What follows belongs to an exercise in optimizing a design on an open flow for small area; a production flow would make more cautious choices. Power is estimated from default activity; no workload was simulated.

## pid_bank
module pid_bank (
	input          clk,
	input          rst,
	input          sample,
	input  [7:0]   ch_reset,
	input  [7:0]   k1,
	input  [7:0]   k2,
	input  [7:0]   k3,
	input  [255:0] e_in,
	output [255:0] u_out
);
	reg [255:0] U, E, A, B;
	reg [6:0]   ph;
	reg         run, idl;          
	reg         rt;                
	reg         clr;               
	reg [7:0]   cres;              
	reg [23:0]  kT, kR;
	reg [10:0]  accb;              
	assign u_out = U;
	wire [23:0] k     = {k3, k2, k1};
	wire        bnd   = (ph == 7'd127);
	wire        tick  = sample & ~rst;
	wire [2:0]  ch    = ph[6:4];
	wire        first = (ph[3:0] == 4'd0);
	wire        rot   = run & ~rt;                 
	wire        crm   = rot & cres[ch];           
	wire        mz    = clr | crm;
	wire [1:0] xb = clr ? 2'b00 : (rt ? A[1:0] : E[1:0]);
	wire [1:0] x0 = mz  ? 2'b00 : (rt ? B[1:0] : A[1:0]);
	wire [1:0] x1 = mz  ? 2'b00 : (rt ? E[1:0] : B[1:0]);
	wire [1:0] tU = mz  ? 2'b00 : U[1:0];
	wire [8:0] d1 = {1'b0, kT[7:0]}   - {1'b0, kR[7:0]};
	wire [8:0] d2 = {1'b0, kR[15:8]}  - {1'b0, kT[15:8]};
	wire [8:0] d3 = {1'b0, kT[23:16]} - {1'b0, kR[23:16]};
	function [8:0] pp;
		input [8:0] d;
		input       x;
		pp = x ? {~d[8], d[7:0]} : 9'h100;
	endfunction
	wire [10:0] ab = first ? 11'd1024 : accb;
	wire [12:0] sum = tU + ab + 13'd768
	                + pp(d1, xb[0]) + {pp(d1, xb[1]), 1'b0}
	                + pp(d2, x0[0]) + {pp(d2, x0[1]), 1'b0}
	                + pp(d3, x1[0]) + {pp(d3, x1[1]), 1'b0};
	wire        pend  = run & bnd;                  
	wire [23:0] kR_n  = tick ? 24'd0 : (pend ? kT : kR);
	wire        clr_n = clr & ~pend;
	wire        rt_n  = ~tick & (rt | pend);
	wire        need  = (k != kR_n) | clr_n | ~rt_n;
	wire [1:0] E_in = clr ? 2'b00 : (rot ? B[1:0] & {2{~crm}} : E[1:0]);
	wire [1:0] A_in = clr ? 2'b00 : (rot ? E[1:0] : A[1:0]);
	wire [1:0] B_in = clr ? 2'b00 : (rot ? A[1:0] & {2{~crm}} : B[1:0]);
	always @(posedge clk) begin
		A <= {A_in, A[255:2]};
		B <= {B_in, B[255:2]};
		accb <= sum[12:2];
		U <= ({256{run}} & {sum[1:0], U[255:2]}) | ({256{idl}} & U);
		E <= ({256{tick}} & e_in) | ({256{run}} & {E_in, E[255:2]}) | ({256{~(tick|run)}} & E);
		if (bnd)
			kT <= k;
		if (tick)
			cres <= ch_reset;
  ...
For scale: ~2900 cells after synthesis, ~1100 flip-flops, ~550 I/O pins, ~0.034 sq mm of cells after synthesis.
==> flow/config.mk <==
export PLATFORM = sky130hd
export DESIGN_NAME = pid_bank
export DESIGN_NICKNAME = pid_bank
export VERILOG_FILES = /design/flow/design.v
export SDC_FILE = /design/flow/constraint.sdc
export NUM_CORES = 4
export LEC_CHECK = 0
export CAP_MARGIN = 20
export CORE_MARGIN = 2
export CORE_UTILIZATION = 60
export PLACE_DENSITY = 0.7
export SLEW_MARGIN = 20
==> flow/constraint.sdc <==
create_clock -name core_clock -period 20.0 [get_ports {clk}]
set_input_delay 4.0000 -clock core_clock [delete_from_list [all_inputs] [get_ports {clk}]]
set_output_delay 4.0000 -clock core_clock [all_outputs]
set_load 0.01 [all_outputs]
standard.sh (not shown) runs the stock make flow with config.mk's settings and CLKGATE_MAP_FILE= SYNTH_SCRIPT=/design/flow/synth_recipe.tcl, a recipe that flattens the netlist after the stock synthesis.
==> flow/flow/run.sh <==
#!/bin/bash
# Layout flow: the standard flow (standard.sh) with two changes:
#  - the ports are buffered with sky130_fd_sc_hd__buf_1 (buffer_ports
#    -buffer_cell) instead of the cell buffer_ports picks by itself; every
#    port still gets its own buffer;
#  - clock tree synthesis clusters up to 18 registers per leaf buffer.
# The full output of the flow goes to standard.log here.
set -euo pipefail
export BUFFER_PORTS_ARGS="-buffer_cell sky130_fd_sc_hd__buf_1"
export CTS_ARGS="-sink_clustering_enable -repair_clock_nets -buf_list sky130_fd_sc_hd__clkbuf_8 -sink_clustering_size 18 -sink_clustering_max_diameter 60 -sink_buffer_max_cap_derate 1.0"
bash standard.sh > standard.log 2>&1
==> next run, changes <==
--- a/flow/flow/run.sh
+++ b/flow/flow/run.sh
@@ -6 +6 @@
-#  - clock tree synthesis clusters up to 18 registers per leaf buffer.
+#  - clock tree synthesis clusters up to 20 registers per leaf buffer.
@@ -10 +10 @@
-export CTS_ARGS="-sink_clustering_enable -repair_clock_nets -buf_list sky130_fd_sc_hd__clkbuf_8 -sink_clustering_size 18 -sink_clustering_max_diameter 60 -sink_buffer_max_cap_derate 1.0"
+export CTS_ARGS="-sink_clustering_enable -repair_clock_nets -buf_list sky130_fd_sc_hd__clkbuf_8 -sink_clustering_size 20 -sink_clustering_max_diameter 60 -sink_buffer_max_cap_derate 1.0"
- CORE_UTILIZATION: 60 -> 75
- PLACE_DENSITY: 0.7 -> 0.85
=> The changed run completed with no timing, DRC or antenna violations; cell area shrinks by 0.94%; utilization grows by 16 points; final cell count shrinks by 4.1%; routed wire length grows by 8.8%; count of clock-buffer cells in the layout shrinks by 7; total power hardly moves; maximum frequency shrinks by 0.38%; non-clock buffer count does not change; worst hold slack gets better by 0.0039 ns.
==> next run, changes <==
--- a/flow/flow/run.sh
+++ b/flow/flow/run.sh
@@ -6 +6 @@
-#  - clock tree synthesis clusters up to 20 registers per leaf buffer.
+#  - clock tree synthesis clusters up to 30 registers per leaf buffer.
@@ -10 +10 @@
-export CTS_ARGS="-sink_clustering_enable -repair_clock_nets -buf_list sky130_fd_sc_hd__clkbuf_8 -sink_clustering_size 20 -sink_clustering_max_diameter 60 -sink_buffer_max_cap_derate 1.0"
+export CTS_ARGS="-sink_clustering_enable -repair_clock_nets -buf_list sky130_fd_sc_hd__clkbuf_16 -sink_clustering_size 30 -sink_clustering_max_diameter 80 -sink_buffer_max_cap_derate 1.0"
- CORE_UTILIZATION: 75 -> 60
- PLACE_DENSITY: 0.85 -> 0.7
Synthesized area does not change.
Final cell count climbs by a few percent.
Count of clock-buffer cells in the layout came out lower by 25.
Flip-flop and latch count is unchanged.
Via count fell by a few percent.
Worst hold slack is worse by 0.029 ns.
Sequential share of layout area decreases by 0.67 points.
Critical path depth drops by 1.
Clock power climbs by roughly a tenth.
==> next run, changes <==
--- a/flow/flow/run.sh
+++ b/flow/flow/run.sh
@@ -6 +6 @@
-#  - clock tree synthesis clusters up to 30 registers per leaf buffer.
+#  - clock tree synthesis clusters up to 10 registers per leaf buffer.
@@ -10 +10 @@
-export CTS_ARGS="-sink_clustering_enable -repair_clock_nets -buf_list sky130_fd_sc_hd__clkbuf_16 -sink_clustering_size 30 -sink_clustering_max_diameter 80 -sink_buffer_max_cap_derate 1.0"
+export CTS_ARGS="-sink_clustering_enable -repair_clock_nets -buf_list sky130_fd_sc_hd__clkbuf_4 -sink_clustering_size 10 -sink_clustering_max_diameter 40 -sink_buffer_max_cap_derate 1.0"
Total power rose by 3.0%.
Via count rose by 2.5%.
Non-clock buffer count does not change.
Worst setup slack improved by 0.013 ns.
Synthesized area stays the same.
Core utilization rose by 0.73 points.
Sequential power hardly moves.
No functional check of the RTL was part of any run of this note.

port drivers added, routing unchanged:
The results above use ideal ports. As a check the final layouts listed here were re-extracted and re-timed, cells and wires unchanged. Step 1: set_driving_cell puts a clkbuf_16 on clk and a buf_2 on each other input, an assumption about the parent block. Step 2 times the ports against the registers' clock, not the clock port: input delays grow and output delays shrink by t, the midpoint of the rising clock arrivals with the driver on. a / b / c = ideal / step 1 / step 2; a / b = the first two.
run	shift t [ns]	slack for setup (ns)	worst slew at a driven data input, ns
the first run	0.724	13.150 / 13.150 / 12.970	0.13
the second run	0.710	13.124 / 13.124 / 13.007	0.13
the third run	0.651	13.144 / 13.144 / 12.952	0.14
the fourth run	1.029	13.157 / 13.157 / 12.763	0.14
After both steps setup and hold are still met in every run listed. The setup slack of the fourth run, which loses most, moves by 0.000 ns with the drivers and by -0.394 ns with both steps.
